Context: an optimization exercise on an open-source flow, tuned for small area. The choices shown serve that exercise and are no tape-out recipe. Only simulation tests tie the RTL to the original design; equivalence was not proved. Power is estimated from default activity; no workload was simulated. The clock port is modelled as an ideal driver; clocking choices that lean on that would not hold on a real chip.

`flow/standard.sh`:
```
#!/bin/bash
# synth_recipe.tcl (not shown) runs the flow's synth.tcl, then flattens the netlist and writes it again
# the make line also repeats each setting of config.mk as NAME=value (left out here)
make -C /OpenROAD-flow-scripts/flow DESIGN_CONFIG=/design/flow/config.mk WORK_HOME=/design/flow/orfs CLKGATE_MAP_FILE= SYNTH_SCRIPT=/design/flow/synth_recipe.tcl "${@:-finish}"
```
`flow/config.mk`:
```
export PLATFORM = sky130hd
export DESIGN_NAME = top
export DESIGN_NICKNAME = top
export VERILOG_FILES = /design/flow/design.v
export SDC_FILE = /design/flow/constraint.sdc
export NUM_CORES = 4
export LEC_CHECK = 0
export CAP_MARGIN = 10
export CORE_MARGIN = 2
export CORE_UTILIZATION = 70
export SLEW_MARGIN = 10
```
`flow/flow/run.sh`:
```
#!/bin/bash
# Layout flow: the standard flow, except that synthesis maps the logic with
# an area-oriented ABC script (flow/area.abc) instead of ORFS's speed script,
# and the clock tree uses fewer, smaller buffers.
# Registers are untouched: synthesis is synth_recipe.tcl as given, with only the
# script argument of its abc call replaced.
set -euo pipefail
WORK=$(pwd)
{
	echo "proc abc {args} {"
	echo "  set i [lsearch -exact \$args -script]"
	echo "  if {\$i >= 0} { set args [lreplace \$args [expr {\$i + 1}] [expr {\$i + 1}] {$WORK/flow/area.abc}] }"
	echo "  yosys abc {*}\$args"
	echo "}"
	cat "$WORK/synth_recipe.tcl"
} > "$WORK/own_synth.tcl"
# synthesis with the area script
sed "s#SYNTH_SCRIPT=[^ ]*synth_recipe.tcl#SYNTH_SCRIPT=$WORK/own_synth.tcl#" standard.sh > own_synth.sh
bash own_synth.sh synth > "$WORK/synth.log" 2>&1
# the rest of the standard flow; clock tree with large clusters of flip-flops
# on clkbuf_16 leaves and no dummy loads
export CTS_ARGS="-sink_clustering_enable -repair_clock_nets -sink_clustering_size 30 -sink_clustering_max_diameter 100 -buf_list sky130_fd_sc_hd__clkbuf_16 -dont_use_dummy_load"
# every port still gets its own buffer, of the platform's smallest buffer cell
export BUFFER_PORTS_ARGS="-buffer_cell sky130_fd_sc_hd__buf_1"
bash standard.sh > "$WORK/layout.log" 2>&1
```
`flow/flow/area.abc`:
```
&get -n
&st
&dch -f
&nf -R 1000
&st
&dch -f
&nf -R 1000
&st
&dch -f
&nf -R 1000
&put
topo
stime -c
```
`flow/design.v`:
```
module top(clk, rst_n, in, valid_in, last_in, out, valid_out, last_out, ready);
	input wire clk, rst_n;
	input wire [32-1:0] in;
	input wire valid_in, last_in;
	output wire [32-1:0] out;
	output wire valid_out, last_out;
	output wire ready;
	reg busy;		 
	reg [4:0] n;		 
	reg [5:0] oc;		 
	reg ta, la;		 
	reg [32-1:0] xa;	 
	wire take = busy & valid_in;
	wire shift = ta | valid_out;
	wire [4:0] nb = ta ? n : 5'd0;
	assign ready = take;
	assign valid_out = (oc >= 6'd5);
	assign last_out = (oc == 6'd36);
always @(posedge clk) begin
	if (!rst_n) begin
		busy <= 1'b0;
		n <= 5'd0;
		oc <= 6'd0;
		ta <= 1'b0;
	end else begin
		if (!busy & valid_in)
			busy <= 1'b1;
		else if (ta & la)
			busy <= 1'b0;
		if (ta)
			n <= la ? 5'd0 : n + 5'd1;
		if (take & last_in)
			oc <= 6'd1;
		else if (oc == 6'd36)
			oc <= 6'd0;
		else if (oc != 6'd0)
			oc <= oc + 6'd1;
		ta <= take;
	end
end
	function cmp16;
		input [15:0] a, b;
		input c;
		integer k;
		reg r;
		begin
			r = c;
			for (k = 0; k < 16; k = k + 1)
				r = (a[k] & ~b[k]) | ((a[k] | ~b[k]) & r);
			cmp16 = r;
		end
	endfunction
	reg p;
always @(posedge clk) begin
	if (!rst_n)
		p <= 1'b0;
	else
		p <= ~p;
end
always @(posedge clk) begin
	la <= last_in;
	xa <= in ^ {32{~p}};
end
	wire [15:0] inp = in[15:0] ^ {16{p}};	 
	wire x0 = cmp16(xa[15:0], inp, ~p);
	reg [32-1:0] q0;			 
	reg [32-1:0] q [1:31];		 
	wire [32-1:0] qo [0:31];		 
	reg [31:0] r0;		 
	wire [31:0] c0, ge, h, s, l;
	genvar i;
	generate
		for (i = 0; i < 32; i = i + 1) begin : g_cell
			wire [32-1:0] d;
			assign c0[i] = cmp16(qo[i][15:0], inp, ~p);
			assign ge[i] = (i >= nb) | (p ^ cmp16(qo[i][31:16], xa[31:16], ~r0[i]));
			assign h[i] = ~(shift & ge[i]);
			if (i == 0) begin : b0
				assign s[0] = 1'b0;
				assign l[0] = shift & ge[0];
				assign qo[0] = q0;
				assign d = ~(({32{h[0]}} & q0) | ({32{l[0] & ta}} & xa));
				always @(posedge clk) begin
					q0 <= d;
					r0[0] <= (h[0] & c0[0]) | (l[0] & x0);
				end
			end else begin : bn
				assign s[i] = shift & ge[i] & ge[i-1];
				assign l[i] = shift & ge[i] & ~ge[i-1];
				assign qo[i] = q[i];
				assign d = ~(({32{h[i]}} & q[i]) | ({32{s[i]}} & qo[i-1]) | ({32{l[i]}} & xa));
				always @(posedge clk) begin
					q[i] <= d;
					r0[i] <= (h[i] & c0[i]) | (s[i] & c0[i-1]) | (l[i] & x0);
				end
			end
		end
	endgenerate
	assign out = q[31] ^ {32{p}};
endmodule
```
`flow/constraint.sdc`:
```
create_clock -name core_clock -period 8.0 [get_ports {clk}]
set_input_delay 1.6000 -clock core_clock [delete_from_list [all_inputs] [get_ports {clk}]]
set_output_delay 1.6000 -clock core_clock [all_outputs]
set_load 0.01 [all_outputs]
```
==> impl_metrics.yaml, run 1 <==
pwr:
  ir_drop_uv: 234
  intPower_w: 0.0119
  finalPower_w: 0.0179
  leakagePower_nw: 16.8
  cellPowerDensity_nw_per_um2: 363
  seq_power_share_pct: 54.2
  combPwrFrac_pct: 31.3
  clkPwrFrac_pct: 14.4
  netSwitchingPower_w: 0.00597
  p_sw_share_pct: 33.4
die:
  start_util_pct: 70.5
  die_area_sq_um: 66700
  ios: 71
  design.core.area_sq_um: 64200
  die_x_microns: 258
  num_rows: 93
  dieHeight_microns: 258
layout:
  drive_gt1_share_pct: 6.39
  final_net_count: 4427
  diodes: 0
  fin_util_pct: 76.6
  areaGrowthSynthToFinish_pct: 8.67
clocking:
  htreeDepth: 2
  clk_pin_slew_worst_paths_ns: 0.11
  root_buffer: "clkbuf_16"
  clock_path_buffers: 3
  cts_resized: 0
  numCtsBuffers: 42
  ctsHoldBuffers: 0
  clock_latency_ns: 0.62
  clkSinkCount: 1102
  cts_setup_buffers: 0
  cts_tree: "done"
synthesis:
  yosysTopAreaCell: "dfxtp_1"
  synthMostInstantiatedCell: "dfxtp_1"
  synth_enable_flop_cells: 0
  yosysWarnings: 2
  synth.ff_latch_count: 1102
  synth_area_per_cell_sq_um: 11.0
  async_flop_share_pct: 0
  synth_common_cells: "1,102 x dfxtp_1, 876 x a222oi_1, 364 x maj3_1"
  ys_dominant_reg_cell: "dfxtp_1"
  synthCells: 4116
  syn-num-nets: 4157
  synth_top_area_share_pct: 48.7
  synthTopCellsByArea: "dfxtp_1 49%, a222oi_1 19%, maj3_1 8.0%"
  ys_types: 41
  syn_area_sq_um: 45300
  yosysSeqAreaShare_pct: 48.7
drt:
  drc: 0
  ant_nets: 0
  wl_per_cell_microns: 21.6
  vias_per_cell: 7.71
  dr.pass1.iters: 11
  num_vias: 40369
  drt-initial-drc-count: 6292
  wl_microns: 113000
worst_hold_path:
  hold_path_class: "reg -> reg"
grt:
  first_global_vias: 38363
  antenna_found_initial: 0
  grt_usage_pct: 32.5
  grt_start_max_net_pins: 65
  grt-ovfl-total: 0
  grt_pass1_wl_microns: 189000
placement:
  place_congestion: 0.871
  io_buffers: 70
  hpwl_microns: 81400
timing:
  worst_slew_pin_slew_ns: 1.23
  finalSetupTns_ns: 0
  slew_headroom_pct: 17.8
  drv_slew: 0
  min_period_over_period_pct: 83.3
  finalHoldViolations: 0
  rsz0062_at_grt: "false"
  fin_skew_ns: 0.0369
  fmax_mhz: 150
  period_minus_slack_ns: 6.66
  setup_viol: 0
setup_path:
  cp_cell_sequence: "buf_1 > clkinv_1 > o221ai_1 > a21oi_1 > a221oi_1 > nor2_1 > a221oi_1 > o21ai_0 > maj3_1 > maj3_1 > maj3_1 > maj3_1 > maj3_1 > maj3_1 > maj3_1 > maj3_1 > buf_4 > a22oi_1 > o21ai_0"
  cpMostUsedCell: "maj3_1"
  critPathLaunchType: "input port"
  worst_ep_arrival_time_ns: 7.16
  crit_family: "adder cells"
  crit_fanout: 17
  slowest_stage: "maj3_1"
  worstSetupPathType: "in -> reg"
  worstPathRequired_ns: 8.50
  critPathMaxStageDelay_ns: 0.60
  critPathBufInv: 3
  cp-end-kind: "flop"
run:
  max-cap-violations: 0
run_status:
  run_status: "finished clean"
==> power groups by stage <==
stage | logic (W) | clock network, W | registers [W]
2_1_floorplan | 0.00449 | 0 | 0.00940
3_3_place_gp | 0.00537 | 0 | 0.00962
3_5_place_dp | 0.00555 | 0 | 0.00976
4_1_cts | 0.00559 | 0.00261 | 0.00962
5_1_grt | 0.00621 | 0.00280 | 0.00999
6_report | 0.00560 | 0.00258 | 0.00969
==> worst register-to-register path, cell delays in order, from the launching register on <==
cell and delay [ns]:
dfxtp_1 0.34, buf_4 0.35, clkinv_1 0.66, buf_4 0.47, a21oi_1 0.18, o2bb2ai_1 0.10, maj3_1 0.37, maj3_1 0.36
maj3_1 0.36, a221oi_1 0.28, o21ai_0 0.13, o221ai_1 0.09, a31oi_1 0.12, a221oi_1 0.29, o2bb2ai_1 0.14, xnor2_1 0.13
a211oi_1 0.49, and3_1 1.04, a222oi_1 0.28
==> per-stage QoR <==
step	cells	hold slack, ns	cell area [sq um]	worst slack [ns]
6_report	5239	0.438	49200	1.34
5_1_grt	5239	0.473	49200	1.01
4_1_cts	5239	0.448	49200	1.40
3_5_place_dp	5197	0.440	48100	0.778
3_3_place_gp	5197	0.436	48100	0.849
2_1_floorplan	4116	0.419	45300	-0.0954
==> kinds of logic (layout without fill, tap and decap cells) <==
kind of cell,after synthesis,after routing,share of synthesized area (%)
flops,1102,1102,48.7
buf+inv,59,327,0.489
mux,2,2,0.0470
fa+ha+maj,369,369,8.19
simple gates,435,435,3.97
compound gates,2053,2053,36.7
xor+xnor,96,96,1.86
==> routing by layer <==
metal | up-vias | track usage [%] | share of wire [%] | routed length, microns
li1 | 18994 | - | - | -
met1 | 19947 | 40.6 | 41 | 47000
met2 | 1286 | 59.7 | 51 | 58300
met3 | 142 | 2.98 | 5.3 | 5950
met4 | 0 | 9.17 | 1.8 | 2000
met5 | - | 0 | 0 | 0
==> path summary, 6_finish.rpt <==
check | from | to | slack, ns | depth (start not counted)
worst min-delay path | q[7][17] | q[8][17] | 0.44 | 1
worst max register to register | xa[18] | q[9][21] | 1.60 | 18
worst min register to register | q[7][17] | q[8][17] | 0.44 | 1
worst max-delay path | in[0] | r0[30] | 1.34 | 19
==> area by class of cell <==
| class | instances | area, sq um |
|---|---|---|
| timing repair buffer | 226 | 1480 |
| clock buffer | 42 | 1050 |
| tap | 855 | 1070 |
| inverter | 59 | 221 |
| fill | 4623 | 15000 |
| sequential | 1102 | 22100 |
| multi-input combinational | 2955 | 23300 |
==> state kept, by name, summed over array words and instances, names as in the netlist <==
| name | count |
|---|---|
| q | 992 |
| q0 | 32 |
| xa | 32 |
| r0 | 31 |
| oc | 6 |
| n | 5 |
| busy | 1 |
| la | 1 |
| p | 1 |
| ta | 1 |
==> cell usage in the layout, fill, tap and decap left out, drive strengths merged, types with 13 or more instances in the layout <==
master,instances
a221oi,97
maj3,364
o2bb2ai,63
o22ai,249
a22oi,126
clkbuf,42
a21oi,291
o21a,13
o21ai,142
buf,226
a2bb2oi,19
clkinv,59
nor2,126
xor2,34
a22o,132
nand2,234
dfxtp,1102
a222oi,876
xnor2,62
==> run 2: changes to the inputs <==
--- a/flow/design.v
+++ b/flow/design.v
@@ -68,7 +68,7 @@
 	wire [32-1:0] qo [0:31];		 
 	reg [31:0] r0;		 
 	wire [31:0] c0, ge, h, s, l;
-	genvar i;
+	genvar i, j;
 	generate
 		for (i = 0; i < 32; i = i + 1) begin : g_cell
 			wire [32-1:0] d;
@@ -79,7 +79,9 @@
 				assign s[0] = 1'b0;
 				assign l[0] = shift & ge[0];
 				assign qo[0] = q0;
-				assign d = ~(({32{h[0]}} & q0) | ({32{l[0] & ta}} & xa));
+				for (j = 0; j < 32; j = j + 1) begin : b
+					aoi22 u(.y(d[j]), .a0(h[0]), .a1(q0[j]), .b0(l[0] & ta), .b1(xa[j]));
+				end
 				always @(posedge clk) begin
 					q0 <= d;
 					r0[0] <= (h[0] & c0[0]) | (l[0] & x0);
@@ -88,7 +90,9 @@
 				assign s[i] = shift & ge[i] & ge[i-1];
 				assign l[i] = shift & ge[i] & ~ge[i-1];
 				assign qo[i] = q[i];
-				assign d = ~(({32{h[i]}} & q[i]) | ({32{s[i]}} & qo[i-1]) | ({32{l[i]}} & xa));
+				for (j = 0; j < 32; j = j + 1) begin : b
+					aoi222 u(.y(d[j]), .a0(h[i]), .a1(q[i][j]), .b0(s[i]), .b1(qo[i-1][j]), .c0(l[i]), .c1(xa[j]));
+				end
 				always @(posedge clk) begin
 					q[i] <= d;
 					r0[i] <= (h[i] & c0[i]) | (s[i] & c0[i-1]) | (l[i] & x0);
@@ -98,3 +102,13 @@
 	endgenerate
 	assign out = q[31] ^ {32{p}};
 endmodule
+module aoi222(y, a0, a1, b0, b1, c0, c1);
+	output wire y;
+	input wire a0, a1, b0, b1, c0, c1;
+	assign y = ~((a0 & a1) | (b0 & b1) | (c0 & c1));
+endmodule
+module aoi22(y, a0, a1, b0, b1);
+	output wire y;
+	input wire a0, a1, b0, b1;
+	assign y = ~((a0 & a1) | (b0 & b1));
+endmodule
--- a/flow/flow/run.sh
+++ b/flow/flow/run.sh
@@ -3,7 +3,8 @@
 # an area-oriented ABC script (flow/area.abc) instead of ORFS's speed script,
 # and the clock tree uses fewer, smaller buffers.
 # Registers are untouched: synthesis is synth_recipe.tcl as given, with only the
-# script argument of its abc call replaced.
+# script argument of its abc call replaced and two small modules kept apart
+# until its final flatten.
 set -euo pipefail
 WORK=$(pwd)
 {
@@ -16,7 +17,9 @@
 } > "$WORK/own_synth.tcl"
 # synthesis with the area script
 sed "s#SYNTH_SCRIPT=[^ ]*synth_recipe.tcl#SYNTH_SCRIPT=$WORK/own_synth.tcl#" standard.sh > own_synth.sh
-bash own_synth.sh synth > "$WORK/synth.log" 2>&1
+# with each storage bit's and-or-invert (modules aoi222, aoi22 in top.v) mapped
+# on its own, then flattened as synth_recipe.tcl does
+SYNTH_KEEP_MODULES="aoi222 aoi22" bash own_synth.sh synth > "$WORK/synth.log" 2>&1
 # the rest of the standard flow; clock tree with large clusters of flip-flops
 # on clkbuf_16 leaves and no dummy loads
 export CTS_ARGS="-sink_clustering_enable -repair_clock_nets -sink_clustering_size 30 -sink_clustering_max_diameter 100 -buf_list sky130_fd_sc_hd__clkbuf_16 -dont_use_dummy_load"
--- a/flow/config.mk
+++ b/flow/config.mk
@@ -7,5 +7,5 @@
 export LEC_CHECK = 0
 export CAP_MARGIN = 10
 export CORE_MARGIN = 2
-export CORE_UTILIZATION = 70
+export CORE_UTILIZATION = 80
 export SLEW_MARGIN = 10
==> impl_metrics.yaml, run 2 <==
timing:
  min_period_over_period_pct: 93.3
  fmax_mhz: 134
  finalSetupTns_ns: 0
  finalHoldViolations: 0
  setup_viol: 0
  period_minus_slack_ns: 7.46
  slew_headroom_pct: 17.1
  drv_slew: 0
  fin_skew_ns: 0.0296
  rsz0062_at_grt: "false"
  worst_slew_pin_slew_ns: 1.24
synthesis:
  syn_area_sq_um: 44900
  ys_dominant_reg_cell: "dfxtp_1"
  synthTopCellsByArea: "dfxtp_1 49%, a222oi_1 22%, maj3_1 11%"
  yosysTopAreaCell: "dfxtp_1"
  synth_enable_flop_cells: 0
  syn-num-nets: 3957
  synth_area_per_cell_sq_um: 11.5
  yosysWarnings: 3
  synth_top_area_share_pct: 49.2
  ys_types: 47
  synthMostInstantiatedCell: "dfxtp_1"
  synthCells: 3917
  synth_common_cells: "1,102 x dfxtp_1, 999 x a222oi_1, 496 x maj3_1"
  yosysSeqAreaShare_pct: 49.2
  synth.ff_latch_count: 1102
  async_flop_share_pct: 0
worst_hold_path:
  min_to: "q[24][16]"
  hold_depth: 1
  hold_start: "q[23][16]"
  hold_path_class: "reg -> reg"
layout:
  final_cell_mix: "1,100 x dfxtp_1, 999 x a222oi_1, 496 x maj3_1"
  final_common_cell: "dfxtp_1"
  fin_area_sq_um: 48700
  drive_gt1_share_pct: 6.94
  areaGrowthSynthToFinish_pct: 8.66
  top_register: "q"
  final_net_count: 4234
  reg.largest.list: "q: 992 flops, q0: 32 flops, xa: 32 flops"
  diodes: 0
  largest_register_ffs: 992
die:
  die_area_sq_um: 58000
  design.core.area_sq_um: 55300
  dieHeight_microns: 241
  num_rows: 86
  start_util_pct: 81.1
  die_x_microns: 241
  ios: 71
setup_path:
  critPathMaxStageDelay_ns: 0.41
  worstSetupPathType: "in -> reg"
  critPathBufInv: 4
  reg2reg_slack_ns: 0.97
  crit_fanout: 22
  critPathLaunchType: "input port"
  slowest_stage: "maj3_1"
  worst_ep_arrival_time_ns: 7.97
  r2r_cells: 21
  reg2reg_to: "q[16][15]"
  cpMostUsedCell: "maj3_1"
  cp-end-kind: "flop"
  worstPathRequired_ns: 8.51
  crit_family: "adder cells"
  reg2reg_from: "xa[17]"
  cp_cell_sequence: "clkbuf_2 > buf_4 > buf_4 > a21oi_1 > nor2_1 > a221oi_1 > o21ai_0 > maj3_1 > maj3_1 > maj3_1 > maj3_1 > maj3_1 > maj3_1 > maj3_1 > maj3_1 > maj3_1 > maj3_1 > maj3_1 > maj3_1 > a222oi_1 > clkinv_1"
run_status:
  run_status: "finished clean"
drt:
  drc: 0
  vias_per_cell: 8.28
  ant_nets: 0
  dr.pass1.iters: 15
  wl_per_cell_microns: 24.3
  num_vias: 40908
  wl_microns: 120000
  drt-initial-drc-count: 7780
placement:
  hpwl_microns: 83200
  place_area_sq_um: 47600
  place_congestion: 0.886
  io_buffers: 70
grt:
  grt_usage_pct: 40.1
  grt_pass1_wl_microns: 196000
  grt-ovfl-total: 0
  antenna_found_initial: 0
  grt_start_max_net_pins: 63
  first_global_vias: 40308
pwr:
  intPower_w: 0.0119
  combPwrFrac_pct: 32.0
  p_sw_share_pct: 33.9
  ir_drop_uv: 294
  seq_power_share_pct: 53.7
  cellPowerDensity_nw_per_um2: 370
  leakagePower_nw: 16.5
  clkPwrFrac_pct: 14.3
  netSwitchingPower_w: 0.00611
clocking:
  root_buffer: "clkbuf_16"
  clk_pin_slew_worst_paths_ns: 0.11
  numCtsBuffers: 42
  clock_path_buffers: 3
  htreeDepth: 2
  clock_latency_ns: 0.64
  cts_tree: "done"
  clkSinkCount: 1102
run:
  max-cap-violations: 0
## run 2: cell types whose count changed after synthesis, sizes merged, moves of 10 or more
| cell | before | now |
|---|---|---|
| a21oi | 291 | 146 |
| clkinv | 59 | 49 |
| a22oi | 126 | 109 |
| a22o | 132 | 10 |
| nor2 | 126 | 142 |
| maj3 | 364 | 496 |
| a222oi | 876 | 999 |
| o22ai | 249 | 162 |
| nand2 | 234 | 208 |
| o21ai | 142 | 113 |
| xnor2 | 62 | 48 |
| xor2 | 34 | 46 |
| a221oi | 97 | 63 |
## run 2: worst max path at each step
stage / from / to / slack [ns] / cells past startpoint
2_1_floorplan: in[1] / r0[6] / 0.07 / 19
3_3_place_gp: in[2] / r0[19] / 0.20 / 19
3_5_place_dp: in[2] / r0[6] / 0.06 / 19
4_1_cts: xa[17] / q[31][21] / 0.53 / 22
5_1_grt: in[2] / r0[22] / 0.28 / 19
6_report: in[0] / r0[22] / 0.54 / 21
## run 2: power groups by stage
stage	clock network, W	logic, W	registers, W
after CTS	0.00256	0.00568	0.00962
after global routing	0.00275	0.00626	0.00994
after global placement	0	0.00525	0.00948
after detailed placement	0	0.00558	0.00972
final	0.00257	0.00577	0.00968
after floorplan	0	0.00443	0.00934
## run 2: area by class of cell
class / instances / area (sq um)
repair buffers: 233 / 1550
inverters: 49 / 188
flip-flops and latches: 1102 / 22100
well taps: 748 / 936
clock buffers: 42 / 1050
fillers: 2712 / 6570
multi-input cells: 2766 / 22900
## run 2: metal layers
| layer | global-route usage (%) | vias to the layer above | wire length (microns) |
|---|---|---|---|
| met5 | 0 | - | 0 |
| met3 | 5.17 | 459 | 8780 |
| met2 | 73.7 | 2288 | 62700 |
| li1 | - | 18271 | - |
| met1 | 46.3 | 19890 | 44600 |
| met4 | 18.6 | 0 | 4140 |
## run 2: cells by family after synthesis
family,Yosys count,synth area share (%)
DFF,1102,49.2
adders and majority gates,500,11.2
and+or+nand+nor,418,3.86
buffers and inverters,49,0.410
muxes,2,0.0474
xor gates and xnor gates,94,1.84
AOI/OAI and AO/OA,1752,33.5
## run 2: timing repair
action | CTS | global route
hold buffers | 0 | 0
resized for setup | 0 | 2
buffers inserted | 0 | 0
setup endpoints to repair | 0 | 33
endpoints found under the hold margin | 0 | 0
## run 2: metrics by stage
step | util (%) | worst slack, ns | std cells | total power (W) | hold WS [ns]
6_report | 88.1 | 0.536 | 4940 | 0.0180 | 0.461
5_1_grt | 88.1 | 0.285 | 4940 | 0.0190 | 0.487
4_1_cts | 88.0 | 0.533 | 4937 | 0.0179 | 0.458
3_5_place_dp | 86.1 | 0.0563 | 4895 | 0.0153 | 0.456
3_3_place_gp | 86.1 | 0.196 | 4895 | 0.0147 | 0.447
2_1_floorplan | - | 0.0739 | 3917 | 0.0138 | 0.439
## run 2: per-module statistics from Yosys (local to each module, per instance)
module | cells | area (sq um) | flops+latches
top | 2893 | 34700 | 1102
aoi22 | 1 | 7.51 | 0
aoi222 | 1 | 10.0 | 0
==> run 3: changes to the inputs <==
--- a/flow/config.mk
+++ b/flow/config.mk
@@ -7,5 +7,5 @@
 export LEC_CHECK = 0
 export CAP_MARGIN = 10
 export CORE_MARGIN = 2
-export CORE_UTILIZATION = 80
+export CORE_UTILIZATION = 70
 export SLEW_MARGIN = 10
==> impl_metrics.yaml, run 3 <==
synthesis:
  yosysSeqAreaShare_pct: 49.2
  synth_top_area_share_pct: 49.2
  syn_area_sq_um: 44900
  synthXorXnorAreaFrac_pct: 1.84
  yosysTopAreaCell: "dfxtp_1"
  synth.ff_latch_count: 1102
  yosys-mux-area-fraction_pct: 0.0474
  synth_common_cells: "1,102 x dfxtp_1, 999 x a222oi_1, 496 x maj3_1"
  synth_enable_flop_cells: 0
  yosysWarnings: 3
  async_flop_share_pct: 0
  synthMostInstantiatedCell: "dfxtp_1"
  synthAdderAreaFrac_pct: 11.2
  synth_area_per_cell_sq_um: 11.5
  synthTopCellsByArea: "dfxtp_1 49%, a222oi_1 22%, maj3_1 11%"
  synth_top_family_by_area: "compound AO/OA/AOI/OAI gates"
  ys_types: 47
  ys_dominant_reg_cell: "dfxtp_1"
  syn-num-nets: 3957
  synth_compound_area_share_pct: 33.5
  synth-simple-area-share_pct: 3.86
  synthCells: 3917
drt:
  dr.pass1.iters: 14
  wl_microns: 108000
  ant_nets: 0
  num_vias: 38739
  wl_per_cell_microns: 21.5
  drt-initial-drc-count: 6127
  vias_per_cell: 7.69
  drc: 0
pwr:
  leakagePower_nw: 16.5
  ir_drop_uv: 248
  cellPowerDensity_nw_per_um2: 361
  finalPower_w: 0.0177
layout:
  final_common_cell: "dfxtp_1"
  reg.largest.list: "q: 992 flops, q0: 32 flops, xa: 32 flops"
  final_net_count: 4234
  layout.cells.non_filler: 5039
  largest_register_ffs: 992
  top_register: "q"
  areaGrowthSynthToFinish_pct: 8.94
  fill_cells: 4291
  final_cell_mix: "1,100 x dfxtp_1, 999 x a222oi_1, 496 x maj3_1"
  drive_gt1_share_pct: 6.89
run:
  max-cap-violations: 0
timing:
  worst_slew_pin_slew_ns: 1.19
  period_minus_slack_ns: 7.26
  finalSetupTns_ns: 0
  finalHoldViolations: 0
  slew_headroom_pct: 20.4
  min_period_over_period_pct: 90.8
  rsz0062_at_grt: "false"
  drv_slew: 0
  fin_hold_ws_ns: 0.456
  fmax_mhz: 138
  setup_viol: 0
  fin_skew_ns: 0.0301
placement:
  placed_cells: 4996
  io_buffers: 70
  place_congestion: 0.860
  hpwl_microns: 79400
die:
  design.core.area_sq_um: 63200
  die_area_sq_um: 66100
  die_x_microns: 257
  ios: 71
  dieHeight_microns: 257
  start_util_pct: 71.0
  num_rows: 92
worst_hold_path:
  hold_path_class: "reg -> reg"
clocking:
  clock_latency_ns: 0.63
  clock_path_buffers: 3
  clk_pin_slew_worst_paths_ns: 0.11
  htreeDepth: 2
  clkSinkCount: 1102
  cts_resized: 0
  ctsHoldBuffers: 0
  cts_tree: "done"
  cts_setup_buffers: 0
  numCtsBuffers: 42
  root_buffer: "clkbuf_16"
setup_path:
  cp-end-kind: "flop"
  cpMostUsedCell: "maj3_1"
  worstPathRequired_ns: 8.51
  worst_ep_arrival_time_ns: 7.78
  critPathMaxStageDelay_ns: 0.39
  cp_cell_sequence: "clkbuf_2 > nor2_2 > buf_12 > buf_12 > a21oi_1 > nor2_1 > a221oi_1 > o21ai_0 > maj3_1 > maj3_1 > maj3_1 > maj3_1 > maj3_1 > maj3_1 > maj3_1 > maj3_1 > maj3_1 > maj3_1 > maj3_1 > maj3_1 > a222oi_1 > clkinv_1"
  slowest_stage: "maj3_1"
  worstSetupPathType: "in -> reg"
  critPathLaunchType: "input port"
  crit_fanout: 22
grt:
  grt_usage_pct: 31.2
  antenna_found_initial: 1
  grt_pass1_wl_microns: 180000
  first_global_vias: 37852
  grt_start_max_net_pins: 63
  grt-ovfl-total: 0
run_status:
  run_status: "finished clean"
[run 3: cell types whose count changed in the layout (fill, tap and decap cells not counted), moves of 2 or more]
cell    previous run  this run
buf_12             3         6
buf_8              3         0
nor2_2            44        46
nor2_4             2         0
[run 3: layer usage]
metal  routed length, microns  vias up  GRT usage, %
met2                    56900     1257          59.4
li1                         -    18307             -
met4                     1860        0          9.17
met3                     5580      173          3.27
met5                        0        -             0
met1                    43800    19002          36.6
[run 3: logic make-up after synthesis]
kind of cell | count (synthesis)
adders and majority gates | 500
DFF | 1102
and+or+nand+nor | 418
muxes | 2
AOI/OAI and AO/OA | 1752
xor gates and xnor gates | 94
buffers and inverters | 49
[run 3: worst paths after layout]
path | cells past startpoint | to | slack, ns | startpoint
hold / removal | 1 | q[16][16] | 0.46 | q[15][16]
setup / recovery | 22 | r0[11] | 0.74 | in[0]
hold reg to reg | 1 | q[16][16] | 0.46 | q[15][16]
setup reg to reg | 21 | r0[11] | 1.12 | p
[run 3: power breakdown]
group | leakage, nW | total, W | internal (W) | switching [W]
Clock | 0.518 | 0.00256 | 0.000953 | 0.00161
Sequential | 9.29 | 0.00954 | 0.00772 | 0.00182
Combinational | 6.72 | 0.00555 | 0.00323 | 0.00231
Total | 16.5 | 0.0177 | 0.0119 | 0.00574
[run 3: stage by stage]
step                      util [%]  instance area, sq um  setup slack (ns)
after global placement        75.6                 47800             0.132
after global routing          77.3                 48900             0.457
after detailed placement      75.6                 47800            0.0813
final                         77.3                 48900             0.735
after floorplan                  -                 44900            0.0739
after CTS                     77.3                 48800             0.733
[run 3: Yosys stat by module (local to each module, per instance)]
module,times used,flip-flops and latches
aoi22,32,0
aoi222,992,0
top,1,1102
[run 3: area by class of cell]
cell class / count / area, sq um / area share (%)
diodes: 1 / 2.50 / 0.00512
multi-input cells: 2766 / 22900 / 46.9
inverters: 49 / 184 / 0.376
well taps: 846 / 1060 / 2.17
flip-flops and latches: 1102 / 22100 / 45.2
clock buffers: 42 / 1050 / 2.15
repair buffers: 233 / 1560 / 3.20
[run 3: worst max-delay path, delay by kind of cell]
kind | cells | cell delay (ns)
adders and majority gates | 12 | 4.43
AOI/OAI and AO/OA | 4 | 0.86
buffers and inverters | 4 | 0.69
and+or+nand+nor | 2 | 0.15
==> run 4: changes to the inputs <==
--- a/flow/config.mk
+++ b/flow/config.mk
@@ -5,7 +5,7 @@
 export SDC_FILE = /design/flow/constraint.sdc
 export NUM_CORES = 4
 export LEC_CHECK = 0
-export CAP_MARGIN = 10
+export CAP_MARGIN = 0
 export CORE_MARGIN = 2
 export CORE_UTILIZATION = 70
-export SLEW_MARGIN = 10
+export SLEW_MARGIN = 0
==> impl_metrics.yaml, run 4 <==
run_status:
  run_status: "finished clean"
setup_path:
  crit_start: "in[0]"
  r2r_cells: 21
  reg2reg_to: "r0[11]"
  reg2reg_from: "p"
  endpoint: "r0[11]"
  worstPathRequired_ns: 8.51
  worst_ep_arrival_time_ns: 7.78
  cp-end-kind: "flop"
  reg2reg_slack_ns: 1.13
  critPathLaunchType: "input port"
  crit_fanout: 22
  worstSetupPathType: "in -> reg"
timing:
  worst_slew_pin_slew_ns: 1.30
  period_minus_slack_ns: 7.27
  drv_slew: 0
  min_period_over_period_pct: 90.8
  fmax_mhz: 138
  fin_hold_ws_ns: 0.452
  finalHoldViolations: 0
  setup_viol: 0
  slew_headroom_pct: 13.1
  finalSetupTns_ns: 0
  rsz0062_at_grt: "false"
  fin_skew_ns: 0.0326
layout:
  top_register: "q"
  layout.cells.non_filler: 5039
  reg.largest.list: "q: 992 flops, q0: 32 flops, xa: 32 flops"
  fin_util_pct: 77.3
  final_net_count: 4234
  fill_cells: 4294
  final_cell_mix: "1,100 x dfxtp_1, 999 x a222oi_1, 496 x maj3_1"
  final_common_cell: "dfxtp_1"
  drive_gt1_share_pct: 6.80
  largest_register_ffs: 992
  areaGrowthSynthToFinish_pct: 8.92
drt:
  ant_nets: 0
  drc: 0
  highest_layer: "met4"
  met2_length_microns: 56900
  wl_met1_microns: 43500
  dr_wl_met3_microns: 5540
  wl_per_cell_microns: 21.4
  vias_per_cell: 7.66
  num_vias: 38593
  dr.pass1.iters: 14
  drt-initial-drc-count: 5843
  wl_microns: 108000
worst_hold_path:
  hold_path_class: "reg -> reg"
  hold_start: "q[20][16]"
clocking:
  cts_tree: "done"
  clock_path_buffers: 3
  numCtsBuffers: 42
  clock_latency_ns: 0.63
  root_buffer: "clkbuf_16"
  htreeDepth: 2
  cts_resized: 0
  cts_setup_buffers: 0
  clk_pin_slew_worst_paths_ns: 0.11
  ctsHoldBuffers: 0
  clkSinkCount: 1102
die:
  num_rows: 92
  start_util_pct: 71.0
  die_x_microns: 257
  ios: 71
  dieHeight_microns: 257
  design.core.area_sq_um: 63200
  die_area_sq_um: 66100
pwr:
  leakagePower_nw: 16.5
  ir_drop_uv: 248
  cellPowerDensity_nw_per_um2: 361
synthesis:
  synth.ff_latch_count: 1102
  yosysSeqAreaShare_pct: 49.2
  synth_enable_flop_cells: 0
  synthTopCellsByArea: "dfxtp_1 49%, a222oi_1 22%, maj3_1 11%"
  ys_types: 47
  yosysTopAreaCell: "dfxtp_1"
  syn-num-nets: 3957
  synth_area_per_cell_sq_um: 11.5
  synth_top_area_share_pct: 49.2
  synthMostInstantiatedCell: "dfxtp_1"
  async_flop_share_pct: 0
  yosysWarnings: 3
  synthCells: 3917
  ys_dominant_reg_cell: "dfxtp_1"
  syn_area_sq_um: 44900
  synth_common_cells: "1,102 x dfxtp_1, 999 x a222oi_1, 496 x maj3_1"
grt:
  grt-ovfl-total: 0
  first_global_vias: 37852
  antenna_found_initial: 1
  grt_start_max_net_pins: 63
  grt_pass1_wl_microns: 180000
  grt_usage_pct: 31.2
placement:
  place_congestion: 0.860
  io_buffers: 70
  placed_cells: 4996
  hpwl_microns: 79400
run:
  max-cap-violations: 0
==> run 4: cells by family (layout without fill, tap and decap cells) <==
kind of cell    Yosys count  after routing  synth area share [%]
compound gates         1752           1752                  33.5
fa+ha+maj               500            500                  11.2
other cells               0              1                     0
simple gates            418            418                  3.86
flops                  1102           1102                  49.2
mux                       2              2                0.0474
buf+inv                  49            324                 0.410
xor+xnor                 94             94                  1.84
==> run 4: per-layer routing <==
layer / vias up / track usage [%]
met4: 0 / 9.17
li1: 18309 / -
met3: 173 / 3.27
met5: - / 0
met1: 18882 / 36.6
met2: 1229 / 59.4
==> run 4: cell type report <==
type	count	area (sq um)	share of cell area, %
well taps	846	1060	2.17
diodes	1	2.50	0.00512
repair buffers	233	1560	3.20
clock buffers	42	1050	2.15
inverters	49	184	0.376
multi-input cells	2766	22900	46.9
flip-flops and latches	1102	22100	45.2
==> run 4: power breakdown <==
part	leakage (nW)	switching, W	internal (W)
sequential	9.29	0.00182	0.00772
combinational	6.72	0.00231	0.00323
clock	0.518	0.00160	0.000952
==> run 4: worst min path at each step <==
stage,slack (ns),cells after the start,end
after CTS,0.46,1,q[11][16]
after global placement,0.45,1,q[25][16]
after floorplan,0.44,1,q[10][16]
after global routing,0.48,1,q[21][16]
final,0.45,1,q[21][16]
after detailed placement,0.46,1,q[10][16]
==> run 4: modules after synthesis (local to each module, per instance) <==
module / cell area [sq um] / cells / flip-flops and latches / copies in the design
top: 34700 / 2893 / 1102 / 1
aoi222: 10.0 / 1 / 0 / 992
aoi22: 7.51 / 1 / 0 / 32
==> run 4: worst max-delay path, stage by stage <==
cell,delay [ns]
clkbuf_2,0.24
nor2_2,0.09
buf_12,0.18
buf_12,0.16
a21oi_1,0.12
nor2_1,0.06
a221oi_1,0.22
o21ai_0,0.16
maj3_1,0.37
maj3_1,0.39
maj3_1,0.37
maj3_1,0.37
maj3_1,0.36
maj3_1,0.37
maj3_1,0.36
maj3_1,0.36
maj3_1,0.36
maj3_1,0.37
maj3_1,0.36
maj3_1,0.38
a222oi_1,0.36
clkinv_1,0.12
==> run 4: metrics by stage <==
stage / total power [W] / setup slack [ns] / cell area (sq um)
2_1_floorplan: 0.0138 / 0.0739 / 44900
3_3_place_gp: 0.0148 / 0.132 / 47800
3_5_place_dp: 0.0151 / 0.0813 / 47800
4_1_cts: 0.0176 / 0.733 / 48800
5_1_grt: 0.0188 / 0.457 / 48800
6_report: 0.0176 / 0.732 / 48900

==> what the ideal ports hide <==
The flow's constraints put no driver on any port. The routed layouts listed below were extracted and timed again, unchanged, in two steps.
Step 1 sets driving cells, clkbuf_16 on the clock port and buf_2 on the other inputs (assumed; they add their load-dependent delay and slew).
Step 2, shift: input delay + t, output delay - t, t = (earliest + latest rising clock arrival at the registers) / 2. This alone moves slack from input paths to output paths.
Slacks: no drivers / after step 1 / after step 2; pairs: no drivers / after step 1.
run | shift t [ns] | slack for setup (ns) | worst data-port slew with drivers (ns)
run 1 | 0.671 | 1.340 / 1.387 / 0.716 | 0.05
run 2 | 0.698 | 0.536 / 0.578 / -0.120 | 0.05
run 3 | 0.689 | 0.735 / 0.779 / 0.090 | 0.04
run 4 | 0.687 | 0.732 / 0.773 / 0.086 | 0.04
Met with ideal ports but missed after step 2: setup timing in run 2. The setup slack of run 2, which loses most, moves by +0.042 ns with the drivers and by -0.656 ns with both steps.
